From an optimization exercise on the open Yosys and OpenROAD flow, aimed at small area; shortcuts taken in it are not production practice. Function was checked by simulation only, so behaviour that the tests miss may differ from the original. The clock cells of runs 5 and 6 come from the design's own scripts or RTL, not from TritonCTS. The flow treats the clock pin as an ideal source. Dropping or thinning the clock tree relies on that and would not hold on a real chip. Power figures rest on the tool's default switching activity, not on a simulated workload.

**flow/run.sh**
```bash
#!/bin/bash
# Own layout flow: the standard synthesis unchanged, then the standard ORFS
# steps with area-oriented settings (smallest port buffers, no large cells
# after synthesis, a small clock tree without dummy loads, power recovery).
set -euo pipefail
bash standard.sh synth > synth.log 2>&1

# the platform's don't-use cells and every cell above the smallest drive
DONT_USE=$(tr '\n' ' ' < flow/dont_use.txt)

bash standard.sh \
  "DONT_USE_CELLS=$DONT_USE" \
  "BUFFER_PORTS_ARGS=-buffer_cell sky130_fd_sc_hd__buf_1" \
  "CTS_ARGS=$(cat flow/cts_args.txt)" \
  "RECOVER_POWER=100" \
  "POST_FLOORPLAN_TCL=$PWD/flow/downsize.tcl" \
  finish > finish.log 2>&1
```
**flow/cts_args.txt**
```
-sink_clustering_enable -sink_clustering_size 30 -sink_clustering_max_diameter 200 -buf_list {sky130_fd_sc_hd__clkbuf_4 sky130_fd_sc_hd__clkbuf_8} -dont_use_dummy_load -repair_clock_nets
```
**flow/dont_use.txt**
```
sky130_fd_sc_hd__a2111o_2
sky130_fd_sc_hd__a2111o_4
sky130_fd_sc_hd__a2111oi_2
sky130_fd_sc_hd__a2111oi_4
sky130_fd_sc_hd__a211o_2
sky130_fd_sc_hd__a211o_4
sky130_fd_sc_hd__a211oi_2
sky130_fd_sc_hd__a211oi_4
sky130_fd_sc_hd__a21bo_2
sky130_fd_sc_hd__a21bo_4
sky130_fd_sc_hd__a21boi_2
sky130_fd_sc_hd__a21boi_4
sky130_fd_sc_hd__a21o_2
sky130_fd_sc_hd__a21o_4
sky130_fd_sc_hd__a21oi_2
sky130_fd_sc_hd__a21oi_4
sky130_fd_sc_hd__a221o_2
sky130_fd_sc_hd__a221o_4
sky130_fd_sc_hd__a221oi_2
sky130_fd_sc_hd__a221oi_4
sky130_fd_sc_hd__a22o_2
sky130_fd_sc_hd__a22o_4
sky130_fd_sc_hd__a22oi_2
sky130_fd_sc_hd__a22oi_4
sky130_fd_sc_hd__a2bb2o_2
sky130_fd_sc_hd__a2bb2o_4
sky130_fd_sc_hd__a2bb2oi_2
sky130_fd_sc_hd__a2bb2oi_4
sky130_fd_sc_hd__a311o_2
sky130_fd_sc_hd__a311o_4
sky130_fd_sc_hd__a311oi_2
sky130_fd_sc_hd__a311oi_4
sky130_fd_sc_hd__a31o_2
sky130_fd_sc_hd__a31o_4
sky130_fd_sc_hd__a31oi_2
sky130_fd_sc_hd__a31oi_4
sky130_fd_sc_hd__a32o_2
sky130_fd_sc_hd__a32o_4
sky130_fd_sc_hd__a32oi_2
sky130_fd_sc_hd__a32oi_4
sky130_fd_sc_hd__a41o_2
sky130_fd_sc_hd__a41o_4
sky130_fd_sc_hd__a41oi_2
sky130_fd_sc_hd__a41oi_4
sky130_fd_sc_hd__and2_2
sky130_fd_sc_hd__and2_4
sky130_fd_sc_hd__and2b_2
sky130_fd_sc_hd__and2b_4
sky130_fd_sc_hd__and3_2
sky130_fd_sc_hd__and3_4
sky130_fd_sc_hd__and3b_2
sky130_fd_sc_hd__and3b_4
sky130_fd_sc_hd__and4_2
sky130_fd_sc_hd__and4_4
sky130_fd_sc_hd__and4b_2
sky130_fd_sc_hd__and4b_4
sky130_fd_sc_hd__and4bb_2
sky130_fd_sc_hd__and4bb_4
sky130_fd_sc_hd__buf_12
sky130_fd_sc_hd__buf_16
sky130_fd_sc_hd__buf_2
sky130_fd_sc_hd__buf_4
sky130_fd_sc_hd__buf_6
sky130_fd_sc_hd__buf_8
sky130_fd_sc_hd__bufbuf_16
sky130_fd_sc_hd__bufbuf_8
sky130_fd_sc_hd__bufinv_16
sky130_fd_sc_hd__bufinv_8
sky130_fd_sc_hd__clkdlybuf4s15_1
sky130_fd_sc_hd__clkdlybuf4s15_2
sky130_fd_sc_hd__clkdlybuf4s18_1
sky130_fd_sc_hd__clkdlybuf4s18_2
sky130_fd_sc_hd__clkdlybuf4s25_1
sky130_fd_sc_hd__clkdlybuf4s25_2
sky130_fd_sc_hd__clkdlybuf4s50_1
sky130_fd_sc_hd__clkdlybuf4s50_2
sky130_fd_sc_hd__clkinv_16
sky130_fd_sc_hd__clkinv_2
sky130_fd_sc_hd__clkinv_4
sky130_fd_sc_hd__clkinv_8
sky130_fd_sc_hd__clkinvlp_2
sky130_fd_sc_hd__clkinvlp_4
sky130_fd_sc_hd__decap_12
sky130_fd_sc_hd__decap_3
sky130_fd_sc_hd__decap_4
sky130_fd_sc_hd__decap_6
sky130_fd_sc_hd__decap_8
sky130_fd_sc_hd__dfbbn_2
sky130_fd_sc_hd__dfrbp_2
sky130_fd_sc_hd__dfrtp_2
sky130_fd_sc_hd__dfrtp_4
sky130_fd_sc_hd__dfsbp_2
sky130_fd_sc_hd__dfstp_2
sky130_fd_sc_hd__dfstp_4
sky130_fd_sc_hd__dfxbp_2
sky130_fd_sc_hd__dfxtp_2
sky130_fd_sc_hd__dfxtp_4
sky130_fd_sc_hd__diode_2
sky130_fd_sc_hd__dlclkp_2
sky130_fd_sc_hd__dlclkp_4
sky130_fd_sc_hd__dlrbn_2
sky130_fd_sc_hd__dlrbp_2
sky130_fd_sc_hd__dlrtn_2
sky130_fd_sc_hd__dlrtn_4
sky130_fd_sc_hd__dlrtp_2
sky130_fd_sc_hd__dlrtp_4
sky130_fd_sc_hd__dlxbn_2
sky130_fd_sc_hd__dlxtn_2
sky130_fd_sc_hd__dlxtn_4
sky130_fd_sc_hd__dlygate4sd1_1
sky130_fd_sc_hd__dlygate4sd2_1
sky130_fd_sc_hd__dlygate4sd3_1
sky130_fd_sc_hd__dlymetal6s2s_1
sky130_fd_sc_hd__dlymetal6s4s_1
sky130_fd_sc_hd__dlymetal6s6s_1
sky130_fd_sc_hd__ebufn_2
sky130_fd_sc_hd__ebufn_4
sky130_fd_sc_hd__ebufn_8
sky130_fd_sc_hd__einvn_2
sky130_fd_sc_hd__einvn_4
sky130_fd_sc_hd__einvn_8
sky130_fd_sc_hd__einvp_2
sky130_fd_sc_hd__einvp_4
sky130_fd_sc_hd__einvp_8
sky130_fd_sc_hd__fa_2
sky130_fd_sc_hd__fa_4
sky130_fd_sc_hd__ha_2
sky130_fd_sc_hd__ha_4
sky130_fd_sc_hd__inv_12
sky130_fd_sc_hd__inv_16
sky130_fd_sc_hd__inv_2
sky130_fd_sc_hd__inv_4
sky130_fd_sc_hd__inv_6
sky130_fd_sc_hd__inv_8
sky130_fd_sc_hd__lpflow_bleeder_1
sky130_fd_sc_hd__lpflow_clkbufkapwr_1
sky130_fd_sc_hd__lpflow_clkbufkapwr_16
sky130_fd_sc_hd__lpflow_clkbufkapwr_2
sky130_fd_sc_hd__lpflow_clkbufkapwr_4
sky130_fd_sc_hd__lpflow_clkbufkapwr_8
sky130_fd_sc_hd__lpflow_clkinvkapwr_1
sky130_fd_sc_hd__lpflow_clkinvkapwr_16
sky130_fd_sc_hd__lpflow_clkinvkapwr_2
sky130_fd_sc_hd__lpflow_clkinvkapwr_4
sky130_fd_sc_hd__lpflow_clkinvkapwr_8
sky130_fd_sc_hd__lpflow_decapkapwr_12
sky130_fd_sc_hd__lpflow_decapkapwr_3
sky130_fd_sc_hd__lpflow_decapkapwr_4
sky130_fd_sc_hd__lpflow_decapkapwr_6
sky130_fd_sc_hd__lpflow_decapkapwr_8
sky130_fd_sc_hd__lpflow_inputiso0n_1
sky130_fd_sc_hd__lpflow_inputiso0p_1
sky130_fd_sc_hd__lpflow_inputiso1n_1
sky130_fd_sc_hd__lpflow_inputiso1p_1
sky130_fd_sc_hd__lpflow_inputisolatch_1
sky130_fd_sc_hd__lpflow_isobufsrc_1
sky130_fd_sc_hd__lpflow_isobufsrc_16
sky130_fd_sc_hd__lpflow_isobufsrc_2
sky130_fd_sc_hd__lpflow_isobufsrc_4
sky130_fd_sc_hd__lpflow_isobufsrc_8
sky130_fd_sc_hd__lpflow_isobufsrckapwr_16
sky130_fd_sc_hd__lpflow_lsbuf_lh_hl_isowell_tap_1
sky130_fd_sc_hd__lpflow_lsbuf_lh_hl_isowell_tap_2
sky130_fd_sc_hd__lpflow_lsbuf_lh_hl_isowell_tap_4
sky130_fd_sc_hd__lpflow_lsbuf_lh_isowell_4
sky130_fd_sc_hd__lpflow_lsbuf_lh_isowell_tap_1
sky130_fd_sc_hd__lpflow_lsbuf_lh_isowell_tap_2
sky130_fd_sc_hd__lpflow_lsbuf_lh_isowell_tap_4
sky130_fd_sc_hd__maj3_2
sky130_fd_sc_hd__maj3_4
sky130_fd_sc_hd__mux2_2
sky130_fd_sc_hd__mux2_4
sky130_fd_sc_hd__mux2_8
sky130_fd_sc_hd__mux2i_2
sky130_fd_sc_hd__mux2i_4
sky130_fd_sc_hd__mux4_2
sky130_fd_sc_hd__mux4_4
sky130_fd_sc_hd__nand2_2
sky130_fd_sc_hd__nand2_4
sky130_fd_sc_hd__nand2_8
sky130_fd_sc_hd__nand2b_2
sky130_fd_sc_hd__nand2b_4
sky130_fd_sc_hd__nand3_2
sky130_fd_sc_hd__nand3_4
sky130_fd_sc_hd__nand3b_2
sky130_fd_sc_hd__nand3b_4
sky130_fd_sc_hd__nand4_2
sky130_fd_sc_hd__nand4_4
sky130_fd_sc_hd__nand4b_2
sky130_fd_sc_hd__nand4b_4
sky130_fd_sc_hd__nand4bb_2
sky130_fd_sc_hd__nand4bb_4
sky130_fd_sc_hd__nor2_2
sky130_fd_sc_hd__nor2_4
sky130_fd_sc_hd__nor2_8
sky130_fd_sc_hd__nor2b_2
sky130_fd_sc_hd__nor2b_4
sky130_fd_sc_hd__nor3_2
sky130_fd_sc_hd__nor3_4
sky130_fd_sc_hd__nor3b_2
sky130_fd_sc_hd__nor3b_4
sky130_fd_sc_hd__nor4_2
sky130_fd_sc_hd__nor4_4
sky130_fd_sc_hd__nor4b_2
sky130_fd_sc_hd__nor4b_4
sky130_fd_sc_hd__nor4bb_2
sky130_fd_sc_hd__nor4bb_4
sky130_fd_sc_hd__o2111a_2
sky130_fd_sc_hd__o2111a_4
sky130_fd_sc_hd__o2111ai_2
sky130_fd_sc_hd__o2111ai_4
sky130_fd_sc_hd__o211a_2
sky130_fd_sc_hd__o211a_4
sky130_fd_sc_hd__o211ai_2
sky130_fd_sc_hd__o211ai_4
sky130_fd_sc_hd__o21a_2
sky130_fd_sc_hd__o21a_4
sky130_fd_sc_hd__o21ai_2
sky130_fd_sc_hd__o21ai_4
sky130_fd_sc_hd__o21ba_2
sky130_fd_sc_hd__o21ba_4
sky130_fd_sc_hd__o21bai_2
sky130_fd_sc_hd__o21bai_4
sky130_fd_sc_hd__o221a_2
sky130_fd_sc_hd__o221a_4
sky130_fd_sc_hd__o221ai_2
sky130_fd_sc_hd__o221ai_4
sky130_fd_sc_hd__o22a_2
sky130_fd_sc_hd__o22a_4
sky130_fd_sc_hd__o22ai_2
sky130_fd_sc_hd__o22ai_4
sky130_fd_sc_hd__o2bb2a_2
sky130_fd_sc_hd__o2bb2a_4
sky130_fd_sc_hd__o2bb2ai_2
sky130_fd_sc_hd__o2bb2ai_4
sky130_fd_sc_hd__o311a_2
sky130_fd_sc_hd__o311a_4
sky130_fd_sc_hd__o311ai_2
sky130_fd_sc_hd__o311ai_4
sky130_fd_sc_hd__o31a_2
sky130_fd_sc_hd__o31a_4
sky130_fd_sc_hd__o31ai_2
sky130_fd_sc_hd__o31ai_4
sky130_fd_sc_hd__o32a_2
sky130_fd_sc_hd__o32a_4
sky130_fd_sc_hd__o32ai_2
sky130_fd_sc_hd__o32ai_4
sky130_fd_sc_hd__o41a_2
sky130_fd_sc_hd__o41a_4
sky130_fd_sc_hd__o41ai_2
sky130_fd_sc_hd__o41ai_4
sky130_fd_sc_hd__or2_2
sky130_fd_sc_hd__or2_4
sky130_fd_sc_hd__or2b_2
sky130_fd_sc_hd__or2b_4
sky130_fd_sc_hd__or3_2
sky130_fd_sc_hd__or3_4
sky130_fd_sc_hd__or3b_2
sky130_fd_sc_hd__or3b_4
sky130_fd_sc_hd__or4_2
sky130_fd_sc_hd__or4_4
sky130_fd_sc_hd__or4b_2
sky130_fd_sc_hd__or4b_4
sky130_fd_sc_hd__or4bb_2
sky130_fd_sc_hd__or4bb_4
sky130_fd_sc_hd__probe_p_8
sky130_fd_sc_hd__probec_p_8
sky130_fd_sc_hd__sdfbbn_2
sky130_fd_sc_hd__sdfrbp_2
sky130_fd_sc_hd__sdfrtp_2
sky130_fd_sc_hd__sdfrtp_4
sky130_fd_sc_hd__sdfsbp_2
sky130_fd_sc_hd__sdfstp_2
sky130_fd_sc_hd__sdfstp_4
sky130_fd_sc_hd__sdfxbp_2
sky130_fd_sc_hd__sdfxtp_2
sky130_fd_sc_hd__sdfxtp_4
sky130_fd_sc_hd__sdlclkp_2
sky130_fd_sc_hd__sdlclkp_4
sky130_fd_sc_hd__sedfxbp_2
sky130_fd_sc_hd__sedfxtp_2
sky130_fd_sc_hd__sedfxtp_4
sky130_fd_sc_hd__xnor2_2
sky130_fd_sc_hd__xnor2_4
sky130_fd_sc_hd__xnor3_2
sky130_fd_sc_hd__xnor3_4
sky130_fd_sc_hd__xor2_2
sky130_fd_sc_hd__xor2_4
sky130_fd_sc_hd__xor3_2
sky130_fd_sc_hd__xor3_4
```
**flow/downsize.tcl**
```tcl
# Replace every combinational cell by the smallest-area cell of the same
# function (same name stem, other drive strength) that is not don't-use.
set db [ord::get_db]
set dont_use [split $::env(DONT_USE_CELLS)]
set masters {}
foreach lib [$db getLibs] {
  foreach m [$lib getMasters] { dict set masters [$m getName] $m }
}
set n 0
foreach inst [[ord::get_db_block] getInsts] {
  set m [$inst getMaster]
  if {[$m getType] ne "CORE"} continue
  set name [$m getName]
  if {![regexp {^(sky130_fd_sc_hd__[a-z0-9]+)_([0-9]+)$} $name -> stem drive]} continue
  if {[string match "*__df*" $stem] || [string match "*__conb" $stem]} continue
  set best $name
  set best_area [expr {[$m getWidth] * [$m getHeight]}]
  dict for {cand cm} $masters {
    if {![regexp "^${stem}_\[0-9\]+\$" $cand]} continue
    if {$cand in $dont_use} continue
    set a [expr {[$cm getWidth] * [$cm getHeight]}]
    if {$a < $best_area} { set best $cand; set best_area $a }
  }
  if {$best ne $name} {
    replace_cell [$inst getName] $best
    incr n
  }
}
puts "downsize: replaced $n cells"
```
**standard.sh**
```bash
#!/bin/bash
# synth_recipe.tcl (not shown) runs the flow's synth.tcl, then flattens the netlist and writes it again
# the make line also repeats each setting of config.mk as NAME=value (left out here)
make -C /OpenROAD-flow-scripts/flow DESIGN_CONFIG=/design/flow/config.mk WORK_HOME=/design/flow/orfs CLKGATE_MAP_FILE= SYNTH_SCRIPT=/design/flow/synth_recipe.tcl "${@:-finish}"
```
**config.mk**
```make
export PLATFORM = sky130hd
export DESIGN_NAME = TopModule
export DESIGN_NICKNAME = TopModule
export VERILOG_FILES = /design/flow/design.v
export SDC_FILE = /design/flow/constraint.sdc
export NUM_CORES = 4
export LEC_CHECK = 0
export CAP_MARGIN = 20
export CORE_MARGIN = 2
export CORE_UTILIZATION = 40
export SLEW_MARGIN = 20
```
**constraint.sdc**
```tcl
create_clock -name core_clock -period 20.0 [get_ports {CLK1}]
set_input_delay 4.0000 -clock core_clock [delete_from_list [all_inputs] [get_ports {CLK1}]]
set_output_delay 4.0000 -clock core_clock [all_outputs]
set_load 0.01 [all_outputs]
```
**design.v**
```verilog
module m_prescale(input clock, input reset, output [4:0] count);
	reg [4:0] ca;
	assign count = ca;
	always @(posedge clock) begin
		if(reset) ca <= 5'd0;
		else ca <= {ca[4] ^ (&ca[3:0]), ca[3] ^ (&ca[2:0]), ca[2] ^ (&ca[1:0]), ca[1] ^ ca[0], ~ca[0]};
	end
endmodule
module m_chattering_filter(input clk, input reset, input sample, input signal_in, output signal_out);
	reg signal_reg;
	assign signal_out = signal_reg;
	always @(posedge clk) begin
		if(reset) signal_reg <= 1'b0;
		else if(sample) signal_reg <= signal_in;
	end
endmodule
module m_counter #(parameter HOURS = 0) (clk, reset, increment_clock, res, ones, tens, last_clock, countup);
	input clk, reset, increment_clock, res;
	output reg [3:0] ones;
	output reg [2:0] tens;
	output reg last_clock;
	output reg countup;
	wire ones9 = ones[3] & ones[0];
	wire [3:0] ones_inc = {ones[3] ^ (&ones[2:0]), ones[2] ^ (&ones[1:0]), ones[1] ^ ones[0], ~ones[0]};
	wire tens_max = HOURS ? tens[1] : (~tens[0] & tens[1] & ~tens[2]);
	wire wrap = HOURS ? (tens[1] & ones[1] & ones[0]) : (tens_max & ones9);
	wire [2:0] tens_inc = HOURS ? {1'b0, tens[0], ~tens[0]} :
		{~tens[1] | (tens[2] & tens[0]), ~(tens[2] & tens[0]), ~tens[0] & (tens[2] ~^ tens[1])};
	wire step = increment_clock & ~last_clock;
	always @(posedge clk) begin
		if(reset) begin
			ones <= 4'd0;
			tens <= 3'd0;
			countup <= 1'b0;
			last_clock <= 1'b1;
		end
		else begin
			last_clock <= increment_clock;
			if(res) begin
				ones <= 4'd0;
				tens <= 3'd0;
			end
			else if(step) begin
				countup <= wrap;
				if(wrap) begin
					ones <= 4'd0;
					tens <= 3'd0;
				end
				else if(ones9) begin
					ones <= 4'd0;
					tens <= tens_inc;
				end
				else ones <= ones_inc;
			end
		end
	end
endmodule
module m_seven_segment(input [3:0] idat, output [6:0] odat);
	assign odat =
		(idat == 4'h0) ? 7'b1000000 :
		(idat == 4'h1) ? 7'b1111001 :
		(idat == 4'h2) ? 7'b0100100 :
		(idat == 4'h3) ? 7'b0110000 :
		(idat == 4'h4) ? 7'b0011001 :
		(idat == 4'h5) ? 7'b0010010 :
		(idat == 4'h6) ? 7'b0000010 :
		(idat == 4'h7) ? 7'b1111000 :
		(idat == 4'h8) ? 7'b0000000 : 7'b0011000;
endmodule
module m_seven_segment_tens(input [2:0] t, output [6:0] odat);
	wire a = t[0], e = t[1], f = t[2];
	assign odat = {(e ~^ f) & (a | ~e), f, e, a, ~e & f, ~a & e & ~f, a};
endmodule
module TopModule(
	input CLK1,
	input RST,
	output [7:0] HEX0,
	output [7:0] HEX1,
	output [7:0] HEX2,
	output [7:0] HEX3,
	output [7:0] HEX4,
	output [7:0] HEX5,
	input [1:0] BTN,
	output [9:0] LED,
	input [9:0] SW
	);
	wire [4:0] ca;
	m_prescale p_chat(CLK1, RST, ca);
	wire ca0 = ~|ca;
	wire increment_button, reset_button;
	wire is_second_editing, is_minute_editing, is_hour_editing;
	wire sample;
	m_chattering_filter f_inc(CLK1, RST, sample, ~BTN[0], increment_button);
	m_chattering_filter f_res(CLK1, RST, sample, ~BTN[1], reset_button);
	m_chattering_filter f_sec(CLK1, RST, sample, SW[0], is_second_editing);
	m_chattering_filter f_min(CLK1, RST, sample, SW[1], is_minute_editing);
	m_chattering_filter f_hour(CLK1, RST, sample, SW[2], is_hour_editing);
	wire is_editing = is_second_editing | is_minute_editing | is_hour_editing;
	reg [9:0] cb;
	wire cb_en = (&ca) & ~is_editing;
	always @(posedge CLK1) begin
		if(RST) cb <= 10'd0;
		else if(cb_en) cb <= {cb[9] ^ (&cb[8:0]), cb[8] ^ (&cb[7:0]), cb[7] ^ (&cb[6:0]), cb[6] ^ (&cb[5:0]),
			cb[5] ^ (&cb[4:0]), cb[4] ^ (&cb[3:0]), cb[3] ^ (&cb[2:0]), cb[2] ^ (&cb[1:0]), cb[1] ^ cb[0], ~cb[0]};
	end
	wire clock_1hz = ca0 & ~is_editing & ~|cb;
	wire [3:0] s1, m1, h1;
	wire [2:0] s10, m10, h10;
	wire second_last, minute_last, hour_last;
	wire second_countup, minute_countup, hour_countup;
	m_counter #(0) c_sec(CLK1, RST, clock_1hz | (is_second_editing & increment_button), is_second_editing & reset_button, s1, s10, second_last, second_countup);
	m_counter #(0) c_min(CLK1, RST, second_countup | (is_minute_editing & increment_button), is_minute_editing & reset_button, m1, m10, minute_last, minute_countup);
	m_counter #(1) c_hour(CLK1, RST, minute_countup | (is_hour_editing & increment_button), is_hour_editing & reset_button, h1, h10, hour_last, hour_countup);
	assign sample = ca0 & ~(clock_1hz & second_last);
	assign LED = {is_editing, 4'b0, reset_button, increment_button, is_hour_editing, is_minute_editing, is_second_editing};
	m_seven_segment d0(s1, HEX0[6:0]);
	m_seven_segment_tens d1(s10, HEX1[6:0]);
	m_seven_segment d2(m1, HEX2[6:0]);
	m_seven_segment_tens d3(m10, HEX3[6:0]);
	m_seven_segment d4(h1, HEX4[6:0]);
	assign HEX5[6:0] = {~h10[1], h10[1] | h10[0], h10[0], h10[0], h10[1], 1'b0, h10[0]};
	assign HEX0[7] = 1'b0;
	assign HEX1[7] = 1'b1;
	assign HEX2[7] = 1'b0;
	assign HEX3[7] = 1'b1;
	assign HEX4[7] = 1'b0;
	assign HEX5[7] = 1'b1;
endmodule
```
==> results.cfg, run 1 <==
[run_status]
outcome = complete, no violations

[clock_tree]
cts_root_buf = clkbuf_8
clk_latency_ns = 0.29
ctsHoldBuffers = 0
post_cts_buffers = 0
clkTransAtPathRegs_ns = 0.07
cts_sinks = 45
cts_tree = built
clockBufferDepth = 2
cts_max_level = 2
cts_buffers = 5
post_cts_resized = 0

[place]
dp_hpwl_mm = 4.08
portBuffers = 53
gp_congestion = 0.776

[yosys]
synthFlopType = dfxtp_1
netlist_area_um2 = 2920
ys_warn_count = 5
yosysUniqueCellTypes = 50
yosysSeqAreaShare = 0.309
synth_edf_count = 0
synth-seq-cells = 45
synthArstFlopShare = 0
synthCells = 360
synth_area_per_cell_um2 = 8.10

[global_route]
met1_usage = 0.174
grt_pass1_wl_mm = 8.74
overflow = 0
use_met2 = 0.233
grt_pass1_vias = 2051
grt_max_degree = 19
grt.total_usage = 0.135
gr-max-usage-layer = met2
antenna_found_initial = 0
grt_use_met3 = 0.0268

[routing]
first_pass_iters = 4
vias_per_cell = 4.90
ant_nets = 0
wirelength_mm = 5.38
drc = 0
via_count = 2392
wl_per_cell_um = 11.0
drt_iter0_drc = 68

[worst_setup_path]
critPathKind = reg -> out
rr_worst_depth = 5
r2r_end = f_inc.signal_reg$_SDFFE_PP0P_
crit_end = HEX4[6]
cp_data_required_time_ns = 16.00
r2r_start = p_chat.ca[0]$_SDFF_PP0_
cp-end-kind = primary output
crit_arrival_ns = 1.88
crit_path_max_fanout = 6
start_kind = flip-flop
worstSetupStartpoint = c_hour.ones[0]$_SDFFE_PP0P_
rrSetupSlack_ns = 17.81

[hold_path]
hold_path_class = reg -> reg

[pwr]
power_density_nw_per_um2 = 57.2
irDropWorstVdd_uv = 37.8
p_leak_nw = 1.15

[cells_and_area]
area_growth_pct = 5.49
drive_above_1_share = 0.0283
reg_top3 = cb x10, p_chat.ca x5
fill_cells = 761
multi_input_area_um2 = 1690
largest_reg_flops = 10
largest-register = cb
layout_commonest_cell = buf_1
seq_area_um2 = 901
final_cell_mix = buf_1 (55), dfxtp_1 (45), nor2_1 (39)
nets = 431
antennaDiodeCount = 0

[timing]
finalCritPeriodShare = 0.294
finalCriticalPeriod_ns = 5.88
hold_slack_ns = 0.432
hold_viol_final = 0
report.final.slew_viol_count = 0
grt_setup_unrepaired = false
tns_ns = 0
max_freq_mhz = 170
finClkSkew_ns = 0.00802
setup_viol = 0
tightest_slew_ns = 0.931
slew_headroom = 0.379

[die]
ioPinCount = 72
die_x_um = 89.4
initial_core_util = 0.409
chipHeight_um = 89.4
dieArea_um2 = 7990
row_count = 31
core_area_um2 = 7140

[job]
maxCapViolCount = 0
==> worst max-delay path, stage by stage, from the launching register on <==
cell and delay (ns):
dfxtp_1 0.44, inv_1 0.13, ha_1 0.24, nor2_1 0.25, nand3b_1 0.11, a211oi_1 0.25
buf_1 0.18
==> how the worst min path moves through the flow <==
| stage | start | end | depth (start not counted) |
|---|---|---|---|
| after global placement | p_chat.ca[0]$_SDFF_PP0_ | p_chat.ca[0]$_SDFF_PP0_ | 1 |
| after floorplan | p_chat.ca[0]$_SDFF_PP0_ | p_chat.ca[0]$_SDFF_PP0_ | 1 |
| after detailed placement | p_chat.ca[0]$_SDFF_PP0_ | p_chat.ca[0]$_SDFF_PP0_ | 1 |
| after global routing | p_chat.ca[0]$_SDFF_PP0_ | p_chat.ca[0]$_SDFF_PP0_ | 1 |
| final | p_chat.ca[0]$_SDFF_PP0_ | p_chat.ca[0]$_SDFF_PP0_ | 1 |
| after CTS | p_chat.ca[0]$_SDFF_PP0_ | p_chat.ca[0]$_SDFF_PP0_ | 1 |
==> cell type report <==
type	instances	area share
multi-input cells	262	0.551
flip-flops and latches	45	0.293
repair buffers	55	0.0671
well taps	99	0.0403
inverters	22	0.0268
clock buffers	5	0.0224
==> cell families (layout without fill, tap and decap cells) <==
group | count (synthesis) | count (layout) | synth area share
adder cells (fa/ha/maj) | 26 | 26 | 0.112
AO/OA/AOI/OAI | 67 | 67 | 0.151
flip-flops | 45 | 45 | 0.309
other | 2 | 11 | 0.00257
AND/OR/NAND/NOR | 133 | 133 | 0.231
multiplexers | 16 | 16 | 0.0566
buffers and inverters | 62 | 82 | 0.111
XOR/XNOR | 9 | 9 | 0.0270
==> metal layers <==
| metal | wire, µm | part of all wire |
|---|---|---|
| met1 | 2650 | 0.49 |
| met2 | 2490 | 0.46 |
| met3 | 204 | 0.038 |
| met4 | 37 | 0.0069 |
| met5 | 0 | 0 |
==> metrics by stage <==
stage,util,total power [mW],setup slack (ns),cells,cell area (µm²)
after floorplan,-,0.126,14.58,369,2950
after global placement,0.421,0.128,14.00,483,3010
after detailed placement,0.421,0.129,13.99,483,3010
after CTS,0.431,0.179,14.09,488,3080
after global routing,0.431,0.187,13.94,488,3080
final,0.431,0.176,14.12,488,3080
==> report_power, final <==
part	internal (mW)	leakage, nW	total (mW)	switching, mW
logic	0.0107	0.753	0.0280	0.0173
registers	0.0929	0.365	0.0986	0.00570
clock network	0.0225	0.0359	0.0493	0.0268
total	0.126	1.15	0.176	0.0498
==> synthesized netlist by cell type, drive strengths merged (2+ instances only) <==
master,number,area [µm²]
nand4,4,25.0
clkbuf,15,57.6
and2,2,12.5
buf,25,184
a21o,3,22.5
conb,2,7.51
xnor2,4,35.0
o21ai,11,55.1
nor3,14,70.1
o21bai,3,22.5
a22oi,2,15.0
or2,2,12.5
a211oi,4,30.0
nand2b,11,68.8
dfxtp,45,901
nand2,23,86.3
nor2b,7,43.8
or3,4,30.0
and3,2,12.5
mux2,4,45.0
inv,22,82.6
mux2i,12,120
nor2,39,146
xor2,5,43.8
ha,26,325
o22a,2,17.5
nand3b,2,15.0
a21boi,2,15.0
nor4,7,43.8
a21oi,30,158
nand3,9,45.0
and4,2,17.5
o2bb2ai,3,26.3
==> inputs of run 2 (changes only) <==
==> flow/run.sh (replaced) <==
#!/bin/bash
# Own layout flow: the standard synthesis script, with no half/full adder
# cells and no cell above the smallest drive, then the standard ORFS steps with
# area-oriented settings (smallest port buffers, cells downsized after
# floorplan, a small clock tree without dummy loads).
set -euo pipefail

# the platform's don't-use cells and every cell above the smallest drive
DONT_USE=$(tr '\n' ' ' < flow/dont_use.txt)

bash standard.sh \
  "DONT_USE_CELLS=$DONT_USE sky130_fd_sc_hd__ha_1 sky130_fd_sc_hd__fa_1" \
  "MIN_BUF_CELL_AND_PORTS=sky130_fd_sc_hd__buf_1 A X" \
  synth > synth.log 2>&1

bash standard.sh \
  "DONT_USE_CELLS=$DONT_USE" \
  "REMOVE_ABC_BUFFERS=1" \
  "BUFFER_PORTS_ARGS=-buffer_cell sky130_fd_sc_hd__buf_1" \
  "CTS_ARGS=$(cat flow/cts_args.txt)" \
  "RECOVER_POWER=100" \
  "POST_FLOORPLAN_TCL=$PWD/flow/downsize.tcl" \
  finish > finish.log 2>&1
==> run 2 against run 1 <==
Compared with the run above: register-to-register slack got worse by 0.22 ns; total power up 3.1%; final cell count fell by 9.2%; highest routed layer unchanged; still clean; design area shrank 7.3%; critical path type is now in -> reg; clock skew about the same; largest power group unchanged.
==> results.cfg, run 2 <==
[run_status]
outcome = complete, no violations

[worst_setup_path]
r2r_start = p_chat.ca[0]$_SDFF_PP0_
crit_path_max_fanout = 23
start_kind = input port
cp-end-kind = flip-flop
cp_cell_sequence = buf_1, clkbuf_1, a21oi_1, a32o_1
cp_slowest_cell = clkbuf_1
rrSetupSlack_ns = 17.59
critPathMaxStageDelay_ns = 0.76
critPathKind = in -> reg
rr_worst_depth = 4
r2r_end = f_res.signal_reg$_SDFFE_PP0P_
crit_arrival_ns = 5.88
cp_data_required_time_ns = 20.19

[hold_path]
holdPathStages = 2
hp-start = c_sec.countup$_SDFFE_PP0P_
hold_path_class = reg -> reg
holdPathEnd = c_sec.countup$_SDFFE_PP0P_

[place]
dp_hpwl_mm = 3.76
dp_slack_ns = 13.94
portBuffers = 53
gp_congestion = 0.744

[die]
row_count = 29
core_area_um2 = 6350
chipHeight_um = 85.1
dieArea_um2 = 7240
ioPinCount = 72
initial_core_util = 0.414
die_x_um = 85.1

[routing]
drc = 0
wl_per_cell_um = 12.0
first_pass_iters = 4
ant_nets = 0
via_count = 2353
drt_iter0_drc = 93
vias_per_cell = 5.31
wirelength_mm = 5.31

[cells_and_area]
multi_input_area_um2 = 1560
fill_cells = 643
final_cell_mix = buf_1 (53), dfxtp_1 (45), nor2_1 (30)
largest_reg_flops = 10
post-route-util = 0.449
drive_above_1_share = 0.0137
nets = 382
seq_area_um2 = 901
largest-register = cb
reg_top3 = cb x10, p_chat.ca x5
antennaDiodeCount = 0
layout_commonest_cell = buf_1
area_growth_pct = 8.42

[global_route]
grt_pass1_wl_mm = 9.09
grt.total_usage = 0.150
grt_pass1_vias = 2014
overflow = 0
grt_max_degree = 24
antenna_found_initial = 0

[clock_tree]
cts_max_level = 2
clkTransAtPathRegs_ns = 0.08
post_cts_resized = 0
cts_root_buf = clkbuf_8
clockBufferDepth = 2
clk_latency_ns = 0.29
cts_sinks = 45
post_cts_buffers = 0
cts_buffers = 5
cts_tree = built
ctsHoldBuffers = 0

[timing]
layout_setup_ws_ns = 14.31
grt_setup_unrepaired = false
finalCritPeriodShare = 0.284
finClkSkew_ns = 0.00797
max_freq_mhz = 176
finalCriticalPeriod_ns = 5.69
tightest_slew_ns = 0.926
hold_viol_final = 0
setup_viol = 0
slew_headroom = 0.383
report.final.slew_viol_count = 0
tns_ns = 0

[job]
maxCapViolCount = 0

[pwr]
p_leak_nw = 1.03
irDropWorstVdd_uv = 31.5
power_mw = 0.181
power_density_nw_per_um2 = 63.6

[yosys]
synth.largest_area_cell = dfxtp_1
synth_top_cell_area_share = 0.342
ys_warn_count = 5
synthCells = 345
synthFlopType = dfxtp_1
yosysUniqueCellTypes = 46
synth_edf_count = 0
yosysSeqAreaShare = 0.342
synth.most_common_cell = dfxtp_1
synth_area_per_cell_um2 = 7.63
synth-seq-cells = 45
synth_area_leaders = dfxtp_1 (34%), a21oi_1 (4.9%), nor2_1 (4.3%), mux2i_1 (4.2%), xnor2_1 (3.7%)
yosys-top-cells-count = dfxtp_1 (45), nor2_1 (30), a21oi_1 (26), buf_1 (25)
netlist_area_um2 = 2630
synthArstFlopShare = 0
run 2: cell types whose count changed in the layout (fill, tap and decap cells not counted), moves of 6 or more:
cell,change
xnor2_1,+7
ha_1,-26
nor2b_1,+6
inv_1,-15
nor2_1,-9
run 2: layout make-up:
cell class	count	area share
clock buffers	5	0.0241
inverters	7	0.00921
multi-input cells	255	0.546
flip-flops and latches	45	0.316
well taps	77	0.0338
repair buffers	54	0.0711
run 2: worst max-delay path by stage:
stage / start / end / slack, ns
after floorplan: c_min.ones[1]$_SDFFE_PP0P_ / HEX2[3] / 14.93
after global placement: RST / c_sec.tens[0]$_SDFFE_PP0P_ / 13.99
after detailed placement: RST / c_sec.tens[0]$_SDFFE_PP0P_ / 13.94
after CTS: RST / c_sec.tens[0]$_SDFFE_PP0P_ / 14.27
after global routing: RST / c_sec.tens[0]$_SDFFE_PP0P_ / 14.08
final: RST / c_sec.tens[0]$_SDFFE_PP0P_ / 14.31
run 2: layer usage:
metal / track usage / wire, µm
met5: 0 / 0
met4: 0.0433 / 46
met3: 0.0282 / 209
met2: 0.242 / 2430
met1: 0.205 / 2630
run 2: where the power goes:
part	switching [mW]	internal, mW
Sequential	0.00871	0.0930
Clock	0.0278	0.0226
Combinational	0.0168	0.0125
Total	0.0533	0.128
run 2: metrics by stage:
step                instances  hold WS [ns]  area (µm²)
CTS                       443         0.496        2850
finish                    443         0.489        2850
detailed placement        438         0.484        2780
global route              443         0.523        2850
floorplan                 307         0.448        2480
global placement          438         0.468        2780
run 2: cell families (layout without fill, tap and decap cells):
kind of cell	count (synthesis)	after routing	synth area share
buffers and inverters	54	66	0.0785
AND/OR/NAND/NOR	146	146	0.304
XOR/XNOR	16	16	0.0533
AO/OA/AOI/OAI	67	67	0.160
other	2	11	0.00285
multiplexers	15	15	0.0590
flip-flops	45	45	0.342
run 2: worst max-delay path: cells and delay by family:
kind / cells / cell delay [ns]
buf+inv: 2 / 1.21
compound gates: 2 / 0.67
==> inputs of run 3 (changes only) <==
--- a/flow/run.sh
+++ b/flow/run.sh
@@ -8,7 +8,10 @@
 # the platform's don't-use cells and every cell above the smallest drive
 DONT_USE=$(tr '\n' ' ' < flow/dont_use.txt)
 
-bash standard.sh \
+# The standard flow's synthesis script, with ABC mapping for area (flow/abc_override.tcl)
+cat flow/abc_override.tcl synth_recipe.tcl > area_synth.tcl
+AREA_ABC_SCRIPT=$PWD/flow/area.script bash standard.sh \
+  "SYNTH_SCRIPT=$PWD/area_synth.tcl" \
   "DONT_USE_CELLS=$DONT_USE sky130_fd_sc_hd__ha_1 sky130_fd_sc_hd__fa_1" \
   "MIN_BUF_CELL_AND_PORTS=sky130_fd_sc_hd__buf_1 A X" \
   synth > synth.log 2>&1
==> flow/abc_override.tcl (new file) <==
# Map with an area-oriented ABC script instead of the flow's speed script.
proc abc {args} {
  set i [lsearch -exact $args -script]
  if {$i >= 0} { lset args [expr {$i + 1}] $::env(AREA_ABC_SCRIPT) }
  yosys abc {*}$args
}
==> flow/area.script (new file) <==
strash
&get -n
&deepsyn -T 20
&dch -f
&nf -R 1000
&put
topo
==> flow/cts_args.txt (replaced) <==
-sink_clustering_enable -sink_clustering_size 60 -sink_clustering_max_diameter 500 -buf_list {sky130_fd_sc_hd__clkbuf_16} -dont_use_dummy_load -repair_clock_nets
==> run 3 against run 2 <==
Compared with the run above: still clean on timing, DRC and antenna; first-iteration DRC count is 47% lower; final cell count fell by 12%; clock power is 43% higher; worst hold slack got worse by 0.013 ns; combinational power shrank about 20%; synthesized area is 22% lower; largest cell class unchanged; largest power group unchanged.
==> results.cfg, run 3 <==
[clock_tree]
cts_sinks = 45
cts_root_buf = clkbuf_16
ctsHoldBuffers = 0
post_cts_resized = 0
clockBufferDepth = 2
cts_buffers = 5
cts_tree = built
cts_max_level = 2
clk_latency_ns = 0.28
clkTransAtPathRegs_ns = 0.06
post_cts_buffers = 0

[pwr]
irDropWorstVdd_uv = 52.3
power_mw = 0.194
power_density_nw_per_um2 = 80.6
p_leak_nw = 0.948

[cells_and_area]
reg_top3 = cb x10, p_chat.ca x5
drive_above_1_share = 0.0157
area_growth_pct = 17.5
largest_reg_flops = 10
nets = 334
layout_commonest_cell = buf_1
antennaDiodeCount = 0
post-route-util = 0.480
final_cell_mix = buf_1 (54), dfxtp_1 (45), nor2_1 (38)
fill_cells = 539
largest-register = cb

[timing]
report.final.slew_viol_count = 0
finalCritPeriodShare = 0.287
finClkSkew_ns = 0.0133
setup_viol = 0
max_freq_mhz = 174
hold_viol_final = 0
grt_setup_unrepaired = false
tns_ns = 0
layout_setup_ws_ns = 14.25
tightest_slew_ns = 0.689
slew_headroom = 0.541
finalCriticalPeriod_ns = 5.75

[routing]
vias_per_cell = 4.79
drc = 0
wirelength_mm = 4.05
via_count = 1858
drt_iter0_drc = 49
first_pass_iters = 4
wl_per_cell_um = 10.4
ant_nets = 0

[yosys]
synthFlopType = dfxtp_1
synth.largest_area_cell = dfxtp_1
synth_edf_count = 0
synth_area_leaders = dfxtp_1 (44%), a21oi_1 (8.8%), nor2_1 (7.0%), nor3_1 (5.1%), buf_1 (4.4%)
netlist_area_um2 = 2050
synth.most_common_cell = dfxtp_1
synth-seq-cells = 45
synth_top_cell_area_share = 0.440
synthCells = 274
yosysSeqAreaShare = 0.440
synth_area_per_cell_um2 = 7.47
yosys-top-cells-count = dfxtp_1 (45), nor2_1 (38), a21oi_1 (36), buf_1 (24), nor3_1 (21)
ys_warn_count = 5
yosysUniqueCellTypes = 26
synthArstFlopShare = 0

[worst_setup_path]
crit_path_max_fanout = 6
critPathKind = reg -> out
r2r_start = f_hour.signal_reg$_SDFFE_PP0P_
start_kind = flip-flop
rr_worst_depth = 8
cp_data_required_time_ns = 16.00
crit_arrival_ns = 1.75
r2r_end = cb[9]$_SDFFE_PP0P_
cp-end-kind = primary output
rrSetupSlack_ns = 17.54

[global_route]
overflow = 0
grt_pass1_wl_mm = 6.39
grt_pass1_vias = 1485
grt_max_degree = 18
antenna_found_initial = 0
grt.total_usage = 0.143

[die]
core_area_um2 = 5010
chipHeight_um = 75.5
dieArea_um2 = 5710
ioPinCount = 72
initial_core_util = 0.409
row_count = 26
die_x_um = 75.5

[job]
maxCapViolCount = 0

[hold_path]
holdPathStages = 1
hp-start = p_chat.ca[0]$_SDFF_PP0_
hold_path_class = reg -> reg
holdPathEnd = p_chat.ca[0]$_SDFF_PP0_

[place]
portBuffers = 53
dp_hpwl_mm = 3.07
gp_congestion = 0.768
dp_slack_ns = 14.46

[run_status]
outcome = complete, no violations
[run 3: metal layers]
layer  up-vias  track usage  wire (µm)
met5         -            0          0
met4         0       0.0468         36
met3         5       0.0437        221
met2        37        0.231       1790
met1       813        0.184       2000
li1       1003            -          -
[run 3: cell type report]
class | instances | area [µm²] | area share
clock buffer | 5 | 125 | 0.0520
inverter | 9 | 33.8 | 0.0140
multi-input combinational | 205 | 1060 | 0.439
sequential | 45 | 901 | 0.374
tap | 70 | 87.6 | 0.0364
timing repair buffer | 54 | 203 | 0.0842
[run 3: worst max-delay path: stages, from the launching register on]
cell	delay [ns]
dfxtp_1	0.41
nand2b_1	0.17
o21ai_0	0.09
nand2b_1	0.09
nand2_1	0.07
nor2_1	0.14
nor2_1	0.07
nor3b_1	0.25
buf_1	0.18
[run 3: kinds of logic (layout without fill, tap and decap cells)]
group,after synthesis,count (layout),synth area share
AOI/OAI and AO/OA,66,66,0.190
buffers and inverters,33,68,0.0605
DFF,45,45,0.440
other,2,11,0.00367
and+or+nand+nor,128,128,0.306
[run 3: power by group]
group / internal (mW) / total, mW / switching, mW / leakage [nW]
combinational: 0.00823 / 0.0235 / 0.0152 / 0.521
clock: 0.0440 / 0.0720 / 0.0281 / 0.0616
sequential: 0.0937 / 0.0985 / 0.00478 / 0.366
total: 0.146 / 0.194 / 0.0481 / 0.948
[run 3: how the worst max path moves through the flow]
stage / startpoint / end / slack (ns) / cells after the start
floorplan: c_min.ones[3]$_SDFFE_PP0P_ / HEX2[6] / 14.46 / 7
global placement: RST / f_sec.signal_reg$_SDFFE_PP0P_ / 14.47 / 4
detailed placement: RST / c_sec.ones[3]$_SDFFE_PP0P_ / 14.46 / 5
CTS: c_min.ones[3]$_SDFFE_PP0P_ / HEX2[6] / 14.23 / 8
global route: c_min.ones[3]$_SDFFE_PP0P_ / HEX2[6] / 14.04 / 8
finish: c_min.ones[3]$_SDFFE_PP0P_ / HEX2[6] / 14.25 / 8
[run 3: stage by stage]
step	std cells	hold WS, ns	cell area [µm²]
after floorplan	259	0.433	1990
after global placement	383	0.452	2280
after detailed placement	383	0.468	2280
after CTS	388	0.483	2410
after global routing	388	0.517	2410
final	388	0.476	2410
==> inputs of run 4 (changes only) <==
==> flow/area.script (replaced) <==
strash
&get -n
&deepsyn -T 20
&put
dch -f
amap
topo
==> run 4 against run 3 <==
Compared with the run above: still clean; clock skew shrank 0.0030 ns; fmax fell by 2.3%; first-iteration DRC count fell by 4.1%; synthesized area is 0.73% lower; core utilization is 1.5 points higher; clock power rose by 2%; sequential power fell by 3.0%; clock-buffer cell count unchanged; critical path type unchanged.
==> results.cfg, run 4 <==
[run_status]
outcome = complete, no violations

[cells_and_area]
reg_top3 = cb x10, p_chat.ca x5
area_growth_pct = 17.5
layout_commonest_cell = nor2_1
post-route-util = 0.496
nets = 350
antennaDiodeCount = 0
largest-register = cb
fill_cells = 530
final_cell_mix = nor2_1 (58), buf_1 (54), dfxtp_1 (45)
largest_reg_flops = 10
drive_above_1_share = 0.0150

[die]
initial_core_util = 0.422
ioPinCount = 72
chipHeight_um = 75.3
row_count = 25
dieArea_um2 = 5670
die_x_um = 75.3
core_area_um2 = 4820

[pwr]
p_leak_nw = 0.879
irDropWorstVdd_uv = 42.9
power_density_nw_per_um2 = 79.6

[worst_setup_path]
rrSetupSlack_ns = 17.47
critPathKind = reg -> out
crit_path_max_fanout = 4
r2r_end = c_sec.tens[2]$_SDFFE_PP0P_
rr_worst_depth = 13
r2r_start = cb[7]$_SDFFE_PP0P_
cp-end-kind = primary output
cp_data_required_time_ns = 16.00
start_kind = flip-flop
crit_arrival_ns = 1.88

[routing]
ant_nets = 0
wl_met3_um = 223
first_pass_iters = 4
topRoutingLayerUsed = met4
wl_per_cell_um = 10.1
wl_met2_mm = 1.78
drt_iter0_drc = 47
wirelength_mm = 4.05
vias_per_cell = 4.74
drc = 0
met1_length_mm = 2.02
via_count = 1902

[clock_tree]
clockBufferDepth = 2
post_cts_resized = 0
ctsHoldBuffers = 0
cts_buffers = 5
cts_tree = built
clk_latency_ns = 0.28
clkTransAtPathRegs_ns = 0.06
post_cts_buffers = 0
cts_sinks = 45
cts_root_buf = clkbuf_16
cts_max_level = 2

[job]
maxCapViolCount = 0

[yosys]
synth_area_per_cell_um2 = 7.01
synth_top_cell_area_share = 0.443
synth-xor-area-share = 0
yosysUniqueCellTypes = 28
synthMuxAreaShare = 0
synth-simple-area-share = 0.268
synthFlopType = dfxtp_1
synth-compound-area-share = 0.164
synthArstFlopShare = 0
synth_area_leaders = dfxtp_1 (44%), nor2_1 (11%), clkinv_1 (7.6%), nor3_1 (4.4%), buf_1 (4.4%)
netlist_area_um2 = 2030
synth_fa_ha_area_frac = 0
yosysSeqAreaShare = 0.443
yosys-top-cells-count = nor2_1 (58), dfxtp_1 (45), clkinv_1 (41), buf_1 (24), nand2_1 (19)
synthCells = 290
synth-seq-cells = 45
synth_top_family_by_area = simple AND/OR/NAND/NOR gates
ys_warn_count = 5
synth.most_common_cell = nor2_1
synth.largest_area_cell = dfxtp_1
synth_edf_count = 0

[global_route]
antenna_found_initial = 0
grt_max_degree = 18
grt_pass1_wl_mm = 6.53
overflow = 0
grt_pass1_vias = 1549
grt.total_usage = 0.152

[timing]
report.final.slew_viol_count = 0
finalCriticalPeriod_ns = 5.88
max_freq_mhz = 170
grt_setup_unrepaired = false
finalCritPeriodShare = 0.294
slew_headroom = 0.445
tns_ns = 0
tightest_slew_ns = 0.833
finClkSkew_ns = 0.0104
setup_viol = 0
hold_viol_final = 0

[place]
gp_congestion = 0.801
portBuffers = 53
dp_hpwl_mm = 3.09

[hold_path]
holdPathStages = 1
hp-start = p_chat.ca[0]$_SDFF_PP0_
hold_path_class = reg -> reg
holdPathEnd = p_chat.ca[0]$_SDFF_PP0_
run 4: cell types whose count changed after synthesis, moves of 4 or more:
cell and delta:
nand2b_1 -8, nor2_1 +20, clkinv_1 +32, a21oi_1 -20
o22ai_1 +12, nor2b_1 -8, a21o_1 -4
run 4: report_power, final:
group          switching [mW]  internal (mW)
Combinational          0.0146        0.00667
Clock                  0.0291         0.0441
Sequential            0.00242         0.0931
run 4: worst max path at each step:
stage	slack [ns]	start	cells after the start	end
after floorplan	14.39	c_min.ones[3]$_SDFFE_PP0P_	7	HEX2[6]
after global routing	13.90	c_min.ones[3]$_SDFFE_PP0P_	8	HEX2[6]
final	14.12	c_min.ones[3]$_SDFFE_PP0P_	8	HEX2[6]
after global placement	14.43	c_min.ones[3]$_SDFFE_PP0P_	8	HEX2[6]
after detailed placement	14.41	c_min.ones[3]$_SDFFE_PP0P_	8	HEX2[6]
after CTS	14.10	c_min.ones[3]$_SDFFE_PP0P_	8	HEX2[6]
run 4: kinds of logic after synthesis:
| group | count (synthesis) |
|---|---|
| and+or+nand+nor | 122 |
| buffers and inverters | 65 |
| AOI/OAI and AO/OA | 56 |
| DFF | 45 |
| other | 2 |
run 4: metrics by stage:
stage | power [mW] | cells | hold slack (ns) | instance area, µm² | worst slack [ns]
after floorplan | 0.111 | 275 | 0.404 | 1980 | 14.39
after global placement | 0.119 | 396 | 0.425 | 2260 | 14.43
after detailed placement | 0.119 | 396 | 0.433 | 2260 | 14.41
after CTS | 0.193 | 401 | 0.444 | 2390 | 14.10
after global routing | 0.200 | 401 | 0.462 | 2390 | 13.90
final | 0.190 | 401 | 0.444 | 2390 | 14.12
run 4: routing by layer:
layer / vias up / track usage
met5: - / 0
met3: 2 / 0.0495
met2: 48 / 0.237
met4: 0 / 0.0526
met1: 823 / 0.198
li1: 1029 / -
run 4: critical path: stages, from the launching register on:
cell	delay, ns
dfxtp_1	0.37
clkinv_1	0.12
a22oi_1	0.23
or2_0	0.16
o311ai_0	0.17
clkinv_1	0.09
nor2_1	0.05
nor3_1	0.24
buf_1	0.18
run 4: area by class of cell:
cell class	instances	area [µm²]	share of cell area
timing repair buffer	54	203	0.0849
multi-input combinational	189	921	0.386
clock buffer	5	125	0.0524
inverter	41	154	0.0645
sequential	45	901	0.377
tap	67	83.8	0.0351
==> inputs of run 5 (changes only) <==
--- a/flow/run.sh
+++ b/flow/run.sh
@@ -19,8 +19,10 @@
 bash standard.sh \
   "DONT_USE_CELLS=$DONT_USE" \
   "REMOVE_ABC_BUFFERS=1" \
+  "SKIP_REPAIR_TIE_FANOUT=1" \
   "BUFFER_PORTS_ARGS=-buffer_cell sky130_fd_sc_hd__buf_1" \
   "CTS_ARGS=$(cat flow/cts_args.txt)" \
   "RECOVER_POWER=100" \
+  "POST_CTS_TCL=$PWD/flow/clock_split.tcl" "CLOCK_SPLIT_COUNT=2" "CLOCK_SPLIT_CELL=sky130_fd_sc_hd__clkbuf_16" \
   "POST_FLOORPLAN_TCL=$PWD/flow/downsize.tcl" \
   finish > finish.log 2>&1
==> flow/clock_split.tcl (new file) <==
# After CTS: rebuild the clock tree as CLOCK_SPLIT_COUNT buffers of type
# CLOCK_SPLIT_CELL, each driven by the clock port and driving the flip-flops of
# one vertical strip of the core (sinks sorted by x), placed at the middle of
# its sinks. The buffers CTS made are removed.
set block [ord::get_db_block]
set db [ord::get_db]
set clk [$block findNet CLK1]
set k $::env(CLOCK_SPLIT_COUNT)
set master [$db findMaster $::env(CLOCK_SPLIT_CELL)]

# collect the flip-flop clock pins below the port through the CTS buffers
set sinks {}
set bufs {}
set todo [list $clk]
while {[llength $todo]} {
  set n [lindex $todo 0]
  set todo [lrange $todo 1 end]
  foreach it [$n getITerms] {
    set inst [$it getInst]
    if {[string match "*clkbuf*" [[$inst getMaster] getName]] && [$it getIoType] eq "INPUT"} {
      lappend bufs $inst
      lappend todo [[$inst findITerm X] getNet]
    } elseif {[$it getIoType] eq "INPUT"} {
      lappend sinks $it
    }
  }
}
foreach b $bufs {
  set n [[$b findITerm X] getNet]
  foreach it [$n getITerms] { $it disconnect }
  foreach it [$b getITerms] { if {[$it getNet] ne "NULL"} { $it disconnect } }
  odb::dbInst_destroy $b
  if {$n ne $clk} { odb::dbNet_destroy $n }
}
foreach it $sinks { if {[$it getNet] ne "NULL"} { $it disconnect } }

# strips by x
set keyed {}
foreach it $sinks { lappend keyed [list [lindex [[$it getInst] getLocation] 0] $it] }
set keyed [lsort -integer -index 0 $keyed]
set n [llength $keyed]
for {set g 0} {$g < $k} {incr g} {
  set lo [expr {$g * $n / $k}]
  set hi [expr {($g + 1) * $n / $k}]
  set buf [odb::dbInst_create $block $master "clkbuf_split_$g"]
  set net [odb::dbNet_create $block "clknet_split_$g"]
  $net setSigType CLOCK
  [$buf findITerm A] connect $clk
  [$buf findITerm X] connect $net
  set sx 0; set sy 0
  for {set i $lo} {$i < $hi} {incr i} {
    set it [lindex [lindex $keyed $i] 1]
    $it connect $net
    set loc [[$it getInst] getLocation]
    incr sx [lindex $loc 0]; incr sy [lindex $loc 1]
  }
  set m [expr {$hi - $lo}]
  $buf setLocation [expr {$sx / $m}] [expr {$sy / $m}]
  $buf setPlacementStatus PLACED
  puts "clock_split: $::env(CLOCK_SPLIT_CELL) clkbuf_split_$g drives $m sinks"
}
detailed_placement
estimate_parasitics -placement
==> run 5 against run 4 <==
Compared with the run above: still clean; via count is 2.3% lower; global-route usage is 2.0 points lower; critical path depth stayed put; synthesized area stayed put; wire length is 4.8% lower; sequential share of layout area is 1.9 points higher; total power is 18% lower; design area is 4.7% lower; clock power is 45% lower.
==> results.cfg, run 5 <==
[pwr]
irDropWorstVdd_uv = 64.5
p_sw_mw = 0.0386
p_leak_nw = 0.811
seq_power_share = 0.609
p_comb_frac = 0.135
intPower_mw = 0.118
power_mw = 0.156
swShare = 0.247
pwr-share-clk = 0.256
power_density_nw_per_um2 = 68.7

[timing]
grt_setup_unrepaired = false
slew_headroom = 0.438
tightest_slew_ns = 0.843
max_freq_mhz = 168
report.final.slew_viol_count = 0
hold_viol_final = 0
finalCriticalPeriod_ns = 5.94
tns_ns = 0
setup_viol = 0
finClkSkew_ns = 0.00572
finalCritPeriodShare = 0.297

[cells_and_area]
largest_reg_flops = 10
area_growth_pct = 11.9
final_cell_mix = nor2_1 (58), buf_1 (52), dfxtp_1 (45)
antennaDiodeCount = 0
largest-register = cb
layout_commonest_cell = nor2_1
drive_above_1_share = 0.00623
nets = 337
reg_top3 = cb x10, p_chat.ca x5
final_cell_area_um2 = 2270

[yosys]
synth-simple-area-share = 0.268
synthFlopType = dfxtp_1
netlist_area_um2 = 2030
synth_fa_ha_area_frac = 0
synth.largest_area_cell = dfxtp_1
synth_area_leaders = dfxtp_1 (44%), nor2_1 (11%), clkinv_1 (7.6%), nor3_1 (4.4%), buf_1 (4.4%)
synth-xor-area-share = 0
synthCells = 290
synthMuxAreaShare = 0
synth_top_family_by_area = simple AND/OR/NAND/NOR gates
yosysUniqueCellTypes = 28
synthArstFlopShare = 0
ys_warn_count = 5
synth_area_per_cell_um2 = 7.01
synth_edf_count = 0
synth-compound-area-share = 0.164
yosysSeqAreaShare = 0.443
synth.most_common_cell = nor2_1
synth_top_cell_area_share = 0.443
synth-seq-cells = 45
yosys-top-cells-count = nor2_1 (58), dfxtp_1 (45), clkinv_1 (41), buf_1 (24), nand2_1 (19)

[worst_setup_path]
crit_path_max_fanout = 18
cp-end-kind = flip-flop
crit_arrival_ns = 6.03
r2r_start = cb[7]$_SDFFE_PP0P_
critPathBufInv = 2
critical_path.top_delay_family = buffers and inverters
cpMostUsedCell = nor2_1
cp_data_required_time_ns = 20.08
critPathMaxStageDelay_ns = 0.62
critPathKind = in -> reg
cp_cell_sequence = clkbuf_1, clkinv_1, o21ai_0, o21bai_1, nor2_1, nor2_1, nand2b_1, o22ai_1
rrSetupSlack_ns = 17.41
start_kind = input port
worstSetupStartpoint = RST
cp_slowest_cell = clkbuf_1

[die]
dieArea_um2 = 5670
initial_core_util = 0.422
die_x_um = 75.3
row_count = 25
core_area_um2 = 4820
ioPinCount = 72
chipHeight_um = 75.3

[routing]
via_count = 1858
drc = 0
wirelength_mm = 3.85
first_pass_iters = 4
ant_nets = 0
vias_per_cell = 4.79
drt_iter0_drc = 29
wl_per_cell_um = 9.93

[hold_path]
hold_path_class = reg -> reg
hp-start = p_chat.ca[0]$_SDFF_PP0_

[place]
gp_congestion = 0.768
dpl-instance-area_um2 = 2220
dp_hpwl_mm = 3.10
portBuffers = 53

[global_route]
grt_max_degree = 24
overflow = 0
grt_pass1_wl_mm = 5.96
antenna_found_initial = 0
grt_pass1_vias = 1464
grt.total_usage = 0.132

[clock_tree]
clkTransAtPathRegs_ns = 0.09
cts_sinks = 45
clk_latency_ns = 0.15

[run_status]
outcome = complete, no violations

[job]
maxCapViolCount = 0
==> run 5: cell counts after synthesis <==
Identical to the previous run, type by type.
==> run 5: final cells by class <==
class                      count  area, µm²
buffer                         2       50.0
fill                         539       2540
inverter                      41        154
multi-input combinational    180        887
sequential                    45        901
tap                           67       83.8
timing repair buffer          53        199
==> run 5: routing by layer <==
layer | GRT usage | wire length [µm]
met4 | 0.0253 | 23
met3 | 0.0308 | 169
met5 | 0 | 0
met2 | 0.224 | 1720
met1 | 0.172 | 1940
==> run 5: cells by family (layout without fill, tap and decap cells) <==
group                  after synthesis  in the layout
AOI/OAI and AO/OA                   56             56
buffers and inverters               65             96
DFF                                 45             45
and+or+nand+nor                    122            122
other                                2              2
==> run 5: stage by stage <==
stage / worst slack [ns] / hold WS (ns) / util / instances
finish: 14.06 / 0.435 / 0.472 / 388
global route: 13.72 / 0.463 / 0.472 / 388
detailed placement: 13.90 / 0.427 / 0.462 / 386
global placement: 13.91 / 0.421 / 0.462 / 386
floorplan: 14.39 / 0.404 / - / 266
==> run 5: final timing paths <==
| kind | endpoint | cells past startpoint |
|---|---|---|
| worst min register to register | p_chat.ca[0]$_SDFF_PP0_ | 1 |
| worst max-delay path | c_hour.tens[1]$_SDFFE_PP0P_ | 8 |
| worst max register to register | c_sec.tens[2]$_SDFFE_PP0P_ | 13 |
| worst min-delay path | p_chat.ca[0]$_SDFF_PP0_ | 1 |
==> run 5: worst register-to-register path, stage by stage, from the launching register on <==
cell,delay (ns)
dfxtp_1,0.32
or4_1,0.51
nor3_1,0.18
nand4_1,0.14
o21ai_0,0.13
nand2_1,0.14
nor2_1,0.19
clkinv_1,0.13
nor2_1,0.23
clkinv_1,0.17
nor2_1,0.15
nor2_1,0.06
a21oi_1,0.11
nor2_1,0.05
==> run 5: power groups by stage <==
stage	logic, mW	clock network, mW	registers, mW
2_1_floorplan	0.0127	0	0.0983
3_3_place_gp	0.0212	0	0.0972
3_5_place_dp	0.0213	0	0.0974
5_1_grt	0.0238	0.0447	0.0958
6_report	0.0211	0.0401	0.0952
==> inputs of run 6 (changes only) <==
--- a/flow/run.sh
+++ b/flow/run.sh
@@ -23,6 +23,6 @@
   "BUFFER_PORTS_ARGS=-buffer_cell sky130_fd_sc_hd__buf_1" \
   "CTS_ARGS=$(cat flow/cts_args.txt)" \
   "RECOVER_POWER=100" \
-  "POST_CTS_TCL=$PWD/flow/clock_split.tcl" "CLOCK_SPLIT_COUNT=2" "CLOCK_SPLIT_CELL=sky130_fd_sc_hd__clkbuf_16" \
+  "POST_CTS_TCL=$PWD/flow/clock_split.tcl" "CLOCK_SPLIT_COUNT=3" "CLOCK_SPLIT_CELL=sky130_fd_sc_hd__buf_6" \
   "POST_FLOORPLAN_TCL=$PWD/flow/downsize.tcl" \
   finish > finish.log 2>&1
==> run 6 against run 5 <==
Compared with the run above: largest cell class unchanged; highest routed layer unchanged; clock skew shrank 0.0017 ns; critical endpoint unchanged; largest power group unchanged; synthesized area is the same; sequential share of layout area grew 0.29 points.
==> results.cfg, run 6 <==
[run_status]
outcome = complete, no violations

[die]
initial_core_util = 0.422
chipHeight_um = 75.3
die_x_um = 75.3
row_count = 25
ioPinCount = 72
dieArea_um2 = 5670
core_area_um2 = 4820

[routing]
wl_per_cell_um = 10.0
first_pass_iters = 4
ant_nets = 0
met1_length_mm = 1.91
topRoutingLayerUsed = met4
drc = 0
drt_iter0_drc = 40
vias_per_cell = 4.78
wirelength_mm = 3.89
wl_met3_um = 176
wl_met2_mm = 1.78
via_count = 1858

[timing]
tightest_slew_ns = 0.802
layout_setup_ws_ns = 14.07
max_freq_mhz = 169
hold_viol_final = 0
grt_setup_unrepaired = false
setup_viol = 0
finalCriticalPeriod_ns = 5.93
finalCritPeriodShare = 0.296
slew_headroom = 0.465
report.final.slew_viol_count = 0
finClkSkew_ns = 0.00402
tns_ns = 0

[place]
gp_congestion = 0.768
dp_slack_ns = 13.90
dp_hpwl_mm = 3.10
dpl-instance-area_um2 = 2220
place_inst = 386
portBuffers = 53

[yosys]
synth_edf_count = 0
netlist_area_um2 = 2030
synth-seq-cells = 45
synthFlopType = dfxtp_1
yosys-top-cells-count = nor2_1 (58), dfxtp_1 (45), clkinv_1 (41), buf_1 (24), nand2_1 (19)
synth_area_per_cell_um2 = 7.01
synth_top_cell_area_share = 0.443
synthArstFlopShare = 0
yosysSeqAreaShare = 0.443
yosysUniqueCellTypes = 28
synth_area_leaders = dfxtp_1 (44%), nor2_1 (11%), clkinv_1 (7.6%), nor3_1 (4.4%), buf_1 (4.4%)
synth.largest_area_cell = dfxtp_1
ys_warn_count = 5
synth.most_common_cell = nor2_1
synthCells = 290

[worst_setup_path]
critPathKind = in -> reg
cp-end-kind = flip-flop
r2r_start = cb[7]$_SDFFE_PP0P_
worstSetupStartpoint = RST
start_kind = input port
cp_data_required_time_ns = 20.06
crit_arrival_ns = 5.99
crit_path_max_fanout = 18

[cells_and_area]
nets = 338
post-route-util = 0.469
drive_above_1_share = 0.00932
final_cell_area_um2 = 2260
area_growth_pct = 11.1
fill_cells = 533
layout_commonest_cell = nor2_1
stdcell_count = 389
multi_input_area_um2 = 887
antennaDiodeCount = 0
final_cell_mix = nor2_1 (58), buf_1 (52), dfxtp_1 (45)
seq_area_um2 = 901
largest_reg_flops = 10
largest-register = cb
reg_top3 = cb x10, p_chat.ca x5

[global_route]
grt.total_usage = 0.134
grt_pass1_vias = 1462
overflow = 0
grt_max_degree = 19
antenna_found_initial = 0
grt_pass1_wl_mm = 5.99

[pwr]
irDropWorstVdd_uv = 69.6
power_density_nw_per_um2 = 66.8
p_leak_nw = 0.805

[clock_tree]
clkTransAtPathRegs_ns = 0.10
clk_latency_ns = 0.13
cts_sinks = 45

[hold_path]
hold_path_class = reg -> reg
hp-start = p_chat.ca[0]$_SDFF_PP0_

[job]
maxCapViolCount = 0
-- run 6: changes by cell type in the layout (fill, tap and decap cells not counted), sizes merged --
cell	before	now
clkbuf	3	1
buf	52	55
-- run 6: final cells by class --
cell class,instances,share of cell area
Inverter,41,0.0681
Sequential cell,45,0.399
Tap cell,67,0.0371
Multi-Input combinational cell,180,0.393
Timing Repair Buffer,53,0.0881
Buffer,3,0.0150
-- run 6: power breakdown --
part | switching, mW | internal (mW)
combinational | 0.0144 | 0.00662
sequential | 0.00238 | 0.0929
clock | 0.0224 | 0.0121
-- run 6: stage by stage --
step / power (mW) / hold WS [ns]
floorplan: 0.111 / 0.404
global placement: 0.118 / 0.421
detailed placement: 0.119 / 0.427
global route: 0.158 / 0.465
finish: 0.151 / 0.437
-- run 6: cells by family after synthesis --
| group | after synthesis | synth area share |
|---|---|---|
| AO/OA/AOI/OAI | 56 | 0.164 |
| buffers and inverters | 65 | 0.120 |
| flip-flops | 45 | 0.443 |
| other | 2 | 0.00370 |
| AND/OR/NAND/NOR | 122 | 0.268 |
-- run 6: worst max-delay path, stage by stage --
cell,delay [ns]
clkbuf_1,0.59
clkinv_1,0.41
o21ai_0,0.29
o21bai_1,0.19
nor2_1,0.07
nor2_1,0.20
nand2b_1,0.11
o22ai_1,0.12
-- run 6: final timing paths --
path                                               endpoint  slack [ns]  cells after the start
worst min-delay path                p_chat.ca[0]$_SDFF_PP0_        0.44                      1
worst min register to register      p_chat.ca[0]$_SDFF_PP0_        0.44                      1
worst max-delay path            c_hour.tens[1]$_SDFFE_PP0P_       14.07                      8
worst max register to register   c_sec.tens[2]$_SDFFE_PP0P_       17.41                     13
-- run 6: layer usage --
metal | global-route usage | vias up
met5 | 0 | -
met4 | 0.0253 | 0
met3 | 0.0348 | 2
met2 | 0.230 | 26
met1 | 0.170 | 822
li1 | - | 1008

## separate check: timing with driven ports
No port has a modelled driver above. Below, the same layouts with a new extraction and two added sets of constraints. Step 1 (the two cells are an assumption about what drives the block):
set clk [get_ports {CLK1}]
set_driving_cell -lib_cell sky130_fd_sc_hd__clkbuf_16 $clk
set_driving_cell -lib_cell sky130_fd_sc_hd__buf_2 [delete_from_list [all_inputs] $clk]
Step 2 adds t to the input delays and takes it off the output delays; t is the mean of the earliest and latest rising clock arrival at the registers after step 1. Input paths then give back, and output paths get back, about the clock's delay inside the block. Slacks: ideal / step 1 / step 2; pairs: ideal / step 1.
run | shift t [ns] | slack for setup (ns) | hold slack, ns | worst data-port slew with drivers (ns) | cell pins on the clock port's net
run 1 | 0.310 | 14.116 / 14.088 / 13.995 | 0.432 / 0.432 / 0.432 | 0.04 | 1
run 2 | 0.315 | 14.311 / 14.315 / 14.000 | 0.489 / 0.489 / 0.489 | 0.03 | 1
run 3 | 0.299 | 14.253 / 14.224 / 14.480 | 0.476 / 0.476 / 0.476 | 0.04 | 1
run 4 | 0.304 | 14.118 / 14.087 / 14.391 | 0.444 / 0.444 / 0.444 | 0.03 | 1
run 5 | 0.192 | 14.058 / 14.074 / 13.882 | 0.435 / 0.435 / 0.435 | 0.03 | 2
run 6 | 0.171 | 14.074 / 14.091 / 13.920 | 0.437 / 0.437 / 0.437 | 0.03 | 3
After both steps setup and hold are still met in every run listed. The setup slack of run 2, which loses most, moves by +0.004 ns with the drivers and by -0.311 ns with both steps.
